From an optimization exercise on the open Yosys and OpenROAD flow, aimed at small area, a short achievable clock period and few clock cycles; shortcuts taken in it are not production practice.
For this run, only the layout was checked, not whether the RTL still works.

==> flow/design.v <==
module fp9_mul(input [8:0] a, input [8:0] b, output [8:0] y);
    wire [4:0] ea = a[7:3], eb = b[7:3];
    wire [2:0] fa = a[2:0], fb = b[2:0];
    wire s = a[8] ^ b[8];
    wire ea0 = (ea == 5'd0), eb0 = (eb == 5'd0);
    wire ea1 = &ea, eb1 = &eb;
    wire fa0 = (fa == 3'd0), fb0 = (fb == 3'd0);
    wire za = ea0 & fa0, zb = eb0 & fb0;
    wire ia = ea1 & fa0, ib = eb1 & fb0;
    wire na = ea1 & ~fa0, nb = eb1 & ~fb0;
    wire nan = na | nb | (ia & zb) | (ib & za);
    wire inf = ia | ib;
    wire zero = za | zb;
    wire [3:0] ma = {~ea0, fa}, mb = {~eb0, fb};
    wire [7:0] P = ma * mb;
    reg [2:0] L;
    always @(*) begin
        casez (P)
            8'b1???????: L = 3'd7;
            8'b01??????: L = 3'd6;
            8'b001?????: L = 3'd5;
            8'b0001????: L = 3'd4;
            8'b00001???: L = 3'd3;
            8'b000001??: L = 3'd2;
            8'b0000001?: L = 3'd1;
            default:     L = 3'd0;
        endcase
    end
    wire [7:0] N = P << (3'd7 - L);
    wire [2:0] fld = N[6:4];
    wire g = N[3], r = N[2], st = N[1] | (~P[7] & N[0]);
    wire rup = g & (r | st | fld[0]);
    wire cy = rup & (&fld);
    wire [2:0] fr = cy ? 3'b100 : fld + {2'b0, rup};
    wire [4:0] xa = ea0 ? 5'd1 : ea, xb = eb0 ? 5'd1 : eb;
    wire [6:0] T = xa + xb + L + cy;    
    wire ovf = (T >= 7'd52);
    wire unf = (T <= 7'd21);
    wire [4:0] ex = T[4:0] + 5'd11;
    assign y = nan  ? 9'b0_11111_100 :
               inf  ? {s, 5'b11111, 3'b000} :
               zero ? {s, 8'd0} :
               ovf  ? {s, 5'b11111, 3'b000} :
               unf  ? {s, 8'd0} :
                      {s, ex, fr};
endmodule
module fp9_add(input [8:0] a, input [8:0] b, output [8:0] y);
    wire [4:0] Ea = a[7:3], Eb = b[7:3];
    wire ha = |Ea, hb = |Eb;
    wire [4:0] xa = ha ? Ea : 5'd1, xb = hb ? Eb : 5'd1;
    wire [5:0] d = {1'b0, xa} - {1'b0, xb};
    wire swp = d[5];                        
    wire [4:0] sh = swp ? -d[4:0] : d[4:0];
    wire [3:0] fl = swp ? {hb, b[2:0]} : {ha, a[2:0]};
    wire [3:0] fs = swp ? {ha, a[2:0]} : {hb, b[2:0]};
    wire sl = swp ? b[8] : a[8];
    wire ss = swp ? a[8] : b[8];
    wire [4:0] E2 = swp ? xb : xa;
    wire [6:0] fs7 = {fs, 3'b000};
    wire [6:0] sa = fs7 >> sh;
    wire stk = (sh >= 5'd7) ? 1'b1 : |(fs7 & ~(7'h7f << sh));
    wire [6:0] S7 = {sa[6:1], sa[0] | stk};
    wire [6:0] L8 = {fl, 3'b000};
    wire [8:0] sum = (sl ? -{2'b0, L8} : {2'b0, L8}) + (ss ? -{2'b0, S7} : {2'b0, S7});
    wire [7:0] SUM = sum[8] ? -sum[7:0] : sum[7:0];
    reg [2:0] k;
    always @(*) begin
        casez (SUM)
            8'b1???????: k = 3'd7;
            8'b01??????: k = 3'd6;
            8'b001?????: k = 3'd5;
            8'b0001????: k = 3'd4;
            8'b00001???: k = 3'd3;
            8'b000001??: k = 3'd2;
            8'b0000001?: k = 3'd1;
            default:     k = 3'd0;
        endcase
    end
    wire [5:0] E2k = E2 + k;
    wire nrm = E2k > 6'd6;
    wire [7:0] NorSum = nrm ? ((k == 3'd7) ? {1'b0, SUM[7:1]} : SUM << (3'd6 - k)) : SUM << (E2 - 5'd1);
    wire stick = SUM[0] | ((k == 3'd7) & SUM[1]);
    wire [7:0] NS = {NorSum[7:1], stick};
    wire rup = NS[2] & (NS[1] | NS[0] | NS[3]);
    wire [7:0] Sm = NS + {4'b0, rup, 3'b000};
    wire [4:0] EF = (nrm && (SUM != 0)) ? (E2k[4:0] - 5'd6) : 5'd0;
    wire [4:0] EFIN = Sm[7] ? EF + 5'd1 : EF;
    wire [2:0] FF = Sm[7] ? Sm[6:4] : Sm[5:3];
    wire az = (a[7:0] == 0), bz = (b[7:0] == 0);
    wire ai = (&Ea) & (a[2:0] == 0), bi = (&Eb) & (b[2:0] == 0);
    wire an = (&Ea) & (a[2:0] != 0), bn = (&Eb) & (b[2:0] != 0);
    assign y = az ? b : bz ? a : (ai | bi) ? 9'b0_11111_000 : (an | bn) ? 9'b0_11111_100 :
               {sum[8], EFIN, FF};
endmodule
module mv_mul #(
    parameter SHAPE_M       = 2,
    parameter SHAPE_N       = 8,
    parameter ELEMENT_WIDTH = 9,
    parameter CTRL_C_WIDTH  = 16,
    parameter DEPTH_WARP    = 4
) (
    input  wire                              clk,
    input  wire                              rst_n,
    input  wire [SHAPE_M*SHAPE_N*ELEMENT_WIDTH-1:0]  a_i,
    input  wire [SHAPE_N*ELEMENT_WIDTH-1:0]  b_i,
    input  wire [2:0]                        rm_i,
    input  wire [7:0]                        ctrl_reg_idxw_i,
    input  wire [DEPTH_WARP-1:0]             ctrl_warpid_i,
    input  wire                              in_valid_i,
    output reg                               in_ready_o,
    output reg                               out_valid_o,
    input  wire                              out_ready_i,
    output reg  [SHAPE_M*ELEMENT_WIDTH-1:0]  result_o,
    output reg  [4:0]                        fflags_o
);
    reg  [3:0] cnt;
    wire       acc = in_valid_i & in_ready_o;
    always @(posedge clk or negedge rst_n) begin
        if (!rst_n) begin
            cnt        <= 4'd0;
            in_ready_o <= 1'b0;
        end else begin
            cnt        <= (in_valid_i && !in_ready_o) ? cnt + 4'd1 : 4'd0;
            in_ready_o <= in_valid_i && !in_ready_o && (cnt == 4'd9);
        end
    end
    always @(posedge clk or negedge rst_n) begin
        if (!rst_n)
            out_valid_o <= 1'b0;
        else if (acc)
            out_valid_o <= 1'b1;
        else if (out_ready_i)
            out_valid_o <= 1'b0;
    end
    wire [1:0] col = {cnt[0], cnt[1]};
    wire       row = cnt[2];
    wire [71:0] a_row = row ? a_i[143:72] : a_i[71:0];
    wire [8:0] ma0 = a_row[col*9 +: 9];
    wire [8:0] ma1 = a_row[(col+4)*9 +: 9];
    wire [8:0] mb0 = b_i[col*9 +: 9];
    wire [8:0] mb1 = b_i[(col+4)*9 +: 9];
    wire [8:0] p0, p1;
    fp9_mul u_mul0 (.a(ma0), .b(mb0), .y(p0));
    fp9_mul u_mul1 (.a(ma1), .b(mb1), .y(p1));
    reg [8:0] pa, pb;        
    reg [8:0] s0, s1;        
    reg [8:0] t0, t1;        
    always @(posedge clk) begin
        pa <= p0;
        pb <= p1;
    end
    wire [8:0] l1;
    fp9_add u_add1 (.a(pa), .b(pb), .y(l1));
    always @(posedge clk) begin
        s0 <= l1;
        s1 <= s0;
    end
    wire       top = (cnt == 4'd6) | (cnt == 4'd10);
    wire [8:0] l2;
    fp9_add u_add2 (.a(top ? t0 : s1), .b(top ? t1 : s0), .y(l2));
    always @(posedge clk) begin
        if (cnt == 4'd3 || cnt == 4'd7) t0 <= l2;
        if (cnt == 4'd5 || cnt == 4'd9) t1 <= l2;
        if (cnt == 4'd6)  result_o[8:0]  <= l2;
        if (cnt == 4'd10) result_o[17:9] <= l2;
    end
    wire ov0 = &result_o[7:3];
    wire ov1 = &result_o[16:12];
    always @(*) begin
        fflags_o = {2'b00, (ov0 & |result_o[2:0]) | (ov1 & |result_o[11:9]), 1'b0, ov0 | ov1};
    end
endmodule
==> flow/run.sh <==
#!/bin/bash
# synth_recipe.tcl (not shown) runs the flow's synth.tcl, then flattens the netlist and writes it again
# the make line also repeats each setting of config.mk as NAME=value (left out here)
make -C /OpenROAD-flow-scripts/flow DESIGN_CONFIG=/design/flow/config.mk WORK_HOME=/design/flow/orfs CLKGATE_MAP_FILE= SYNTH_SCRIPT=/design/flow/synth_recipe.tcl finish
==> flow/config.mk <==
export PLATFORM = sky130hd
export DESIGN_NAME = mv_mul
export DESIGN_NICKNAME = mv_mul
export VERILOG_FILES = /design/flow/design.v
export SDC_FILE = /design/flow/constraint.sdc
export NUM_CORES = 4
export LEC_CHECK = 0
export CAP_MARGIN = 20
export CORE_MARGIN = 2
export CORE_UTILIZATION = 40
export SLEW_MARGIN = 20
==> flow/constraint.sdc <==
create_clock -name core_clock -period 10.0 [get_ports {clk}]
set_input_delay 2.0000 -clock core_clock [delete_from_list [all_inputs] [get_ports {clk}]]
set_output_delay 2.0000 -clock core_clock [all_outputs]
set_load 0.01 [all_outputs]
==> results.txt <==
-- Yosys cell counts (all sizes together) (8+ instances only) --
master	number	area, um^2
nor4	9	56.3
mux2	20	229
a221oi	13	114
edfxtp	36	1080
a31oi	21	138
o21bai	9	67.6
inv	112	420
or4	10	75.1
nand2b	27	169
fa	20	400
and3	17	106
mux4	57	1280
or2	12	75.1
a21oi	122	626
xor2	42	383
and2	20	128
nand3	58	290
o211ai	23	178
or3	13	86.3
nand2	166	636
a211oi	18	150
mux2i	75	754
a21o	36	270
nor2b	21	131
nand4	8	50.1
nor2	161	604
dfxtp	36	721
a211o	10	87.6
o21ai	101	509
o21a	17	128
xnor2	60	533
clkbuf	41	154
nor3	46	235
buf	34	174
nand3b	8	60.1
o221ai	11	103
ha	93	1160
-- logic make-up after synthesis --
group,after synthesis,synth area share [%]
simple gates,595,20.9
compound gates,497,25.2
buf+inv,188,5.44
mux,152,16.4
fa+ha+maj,113,11.3
xor+xnor,102,6.62
flops,78,14.1
other cells,1,0.0271
-- worst min-delay path by stage --
stage,end,startpoint,depth (start not counted)
detailed placement,s1[8],s0[8],0
global placement,s1[8],s0[8],0
CTS,s1[8],s0[8],0
global route,s1[8],s0[8],0
finish,s1[8],s0[8],0
floorplan,s1[6],s0[6],0
-- sequential cells by signal, indices dropped and copies added, names as in the netlist --
signal,cells
s1,9
pb,9
s0,9
t1,9
result_o,18
in_ready_o,1
cnt,4
t0,9
out_valid_o,1
pa,9
-- cell usage in the layout, fill, tap and decap left out, types with 10 or more instances in the layout --
master and instances:
o21ai_2 12, a21oi_2 10, mux2i_1 72, xor2_1 36, or2_2 11, o211ai_1 22
nand3_1 49, a21oi_1 111, nor2b_1 19, dfxtp_1 36, and3_1 16, a31oi_1 18
o21a_1 17, a211oi_1 11, and2_1 18, mux2_2 19, nor2_1 148, xnor2_1 54
edfxtp_1 36, o21ai_0 75, fa_1 17, nor3_1 41, clkdlybuf4s50_1 241, nand2b_1 27
o21ai_1 12, nand2_1 156, a21o_1 36, ha_1 83, inv_1 107, mux4_2 57
buf_4 201
-- metal layers --
| layer | vias to the layer above | global-route usage [%] |
|---|---|---|
| li1 | 7219 | - |
| met1 | 6990 | 32.1 |
| met2 | 414 | 43.8 |
| met3 | 77 | 4.10 |
| met4 | 0 | 7.30 |
| met5 | - | 0 |
-- through the flow --
stage               cell area, um^2  TNS, ns  setup slack (ns)  utilization, %
global placement              18000  -0.0272           -0.0272            52.4
floorplan                     14100    -9.89            -0.398               -
detailed placement            18000    -3.23            -0.161            52.4
global route                  19100    -4.52            -0.220            55.6
finish                        19100        0             0.142            55.6
CTS                           18300        0           0.00411            53.4
-- critical path: cells and delay by family (launching register included) --
kind            cells  cell delay, ns
compound gates     16            2.68
flops               1            0.41
mux                 1            0.09
buf+inv             6            0.73
simple gates       15            3.24
xor+xnor            3            0.54
fa+ha+maj           6            1.86
-- cell type report --
cell class / count / area, um^2 / share of cell area (%)
flip-flops and latches: 78 / 1950 / 10.2
clock inverters: 7 / 67.6 / 0.354
well taps: 455 / 569 / 2.98
clock buffers: 9 / 225 / 1.18
inverters: 113 / 424 / 2.22
repair buffers: 445 / 3960 / 20.7
multi-input cells: 1462 / 11900 / 62.3
-- timing repair --
| item | in CTS | in global routing |
|---|---|---|
| gates resized for setup | 8 | 114 |
| hold endpoints to repair | 0 | 0 |
| endpoints found under the setup margin | 33 | 43 |
| hold buffers | 0 | 0 |
| buffers inserted | 2 | 30 |
| pin swaps | 1 | 57 |
==> metrics.md <==
| Metric | Value |
|---|---|
| Class of the most critical setup path | flop to flop |
| HP Class | flop to flop |
| Setup slack, reg-to-reg | 0.14 ns |
| Netlist cell types | around 110 |
| Synth async-reset ratio | 7.69% |
| Initial antenna violation count | 1 |
| Num rows | 68 |
| First-pass iteration count of the detailed router | 5 |
| Mean post-synth cell area | 8.01 um^2 |
| Slew headroom | 29.2% |
| Slowest cell delay on critical path | 0.56 ns |
| FMAX | 101 MHz |
| Io pins | 260 |
| Crit path to | t1[0] |
| CP Max Fanout | 9 |
| Max Used Layer | met4 |
| Slew @ Worst Pin | about 1.1 ns |
| DR WL met2 | 22700 um |
| Met3 WL | about 2300 um |
| Fin crit period | a little under 10 ns |
| YS warnings | 3 |
| Antenna-violating nets left | 0 |
| M1 wire length | 20200 um |
| Top_reg_cell synth | edfxtp_1 |
| Register area share after synthesis | 14.1% |
| Largest net degree at the start of global routing | 64 |
| Core Footprint | roughly 34000 um^2 |
| DP Cell Count | 2521 |
| CTS Root Cell | clkbuf_16 |
| RSZ-0062 raised after global routing | true |
| Initial drt markers | 947 |
| Starting Density | 40.3% |
| Share of cells above drive strength 1 | 22.5% |
| Antenna diode count | 0 |
| Synthesized flop and latch total | 78 |
| Clock latency on the worst-skew pair | ~0.35 ns |
| Post-synth EDFFs | 36 |
| Most used cell, CP | buf_4 |
| Placer Congestion | between 0.9 and 1 |
| Min Hold Slack | 0.398 ns |
| Element type at the critical path start | flop |
| Cts bufs inserted | 9 |
| Port bufs | 241 |
| Critical Path End Type | flop |
| Worst r2r src | t1[6] |
| CTS max path bufs | 2 |
| First-pass GRT wire length | between 70000 and 80000 um |
| Max_cap viols | 0 |
| CTS tree | done |
| All-layer global routing usage | between 20% and 30% |
| Area Growth Syn to Fin | 37.9% |
| Sink Count | 78 |
| Crit path from | t1[6] |
| Die Ht | roughly 190 um |
| Clock slew at reported path FFs | 0.07 ns |
| Vias | 14700 |
| Layout net count | about 2500 |
| Fin. max-slew vios | 0 |
| Crit path DAT | roughly 9.9 ns |
| Status | finished clean |
| Final Hold Viols | 0 |
| Final HPWL DP | approximately 38000 um |
| Gate Count Post-Synth | 1726 |
| Wire per inst | 18.1 um |
| WL final | 46400 um |
| Clock H-tree levels | 3 |
| Worst r2r dst | t1[0] |
| Worst Clk Skew | 0.0115 ns |
| DRC errors left | 0 |
| Die area | 36100 um^2 |
| Worst R2R Path Depth | 47 |
| Mapped cell area | 13800 um^2 |
| Vias in the first global route | 14400 |
| Final setup violation count | 0 |
| Die Width | ~190 um |
| Slowest CP cell | or4_4 |
| Fillers | about 3200 |
| Period utilization | 98.6% |
| CP required | 10.05 ns |
| Vias/cell | 5.72 |
| Final non-filler cell total | between 2000 and 3000 |
| Global route total overflow | 0 |

separate check: timing with driven ports:
No port has a modelled driver above. Below, the same layout with a new extraction and two added sets of constraints.
Step 1 sets driving cells, clkbuf_16 on the clock port and buf_2 on the other inputs (assumed; they add their load-dependent delay and slew).
Step 2 adds t to the input delays and takes it off the output delays; t is the mean of the earliest and latest rising clock arrival at the registers after step 1. Input paths then give back, and output paths get back, about the clock's delay inside the block.
Slacks: no drivers / after step 1 / after step 2; pairs: no drivers / after step 1.
t, ns: 0.393
slack for setup (ns): 0.142 / 0.142 / 0.142
worst setup path after step 2: register to register
latest minus earliest clock arrival (ns): 0.013 / 0.013
worst register clock-pin slew, ns: 0.07 / 0.07
After both steps setup and hold are still met in this run. For this run, drivers alone change the setup slack by 0.000 ns; drivers and shift together by 0.000 ns.
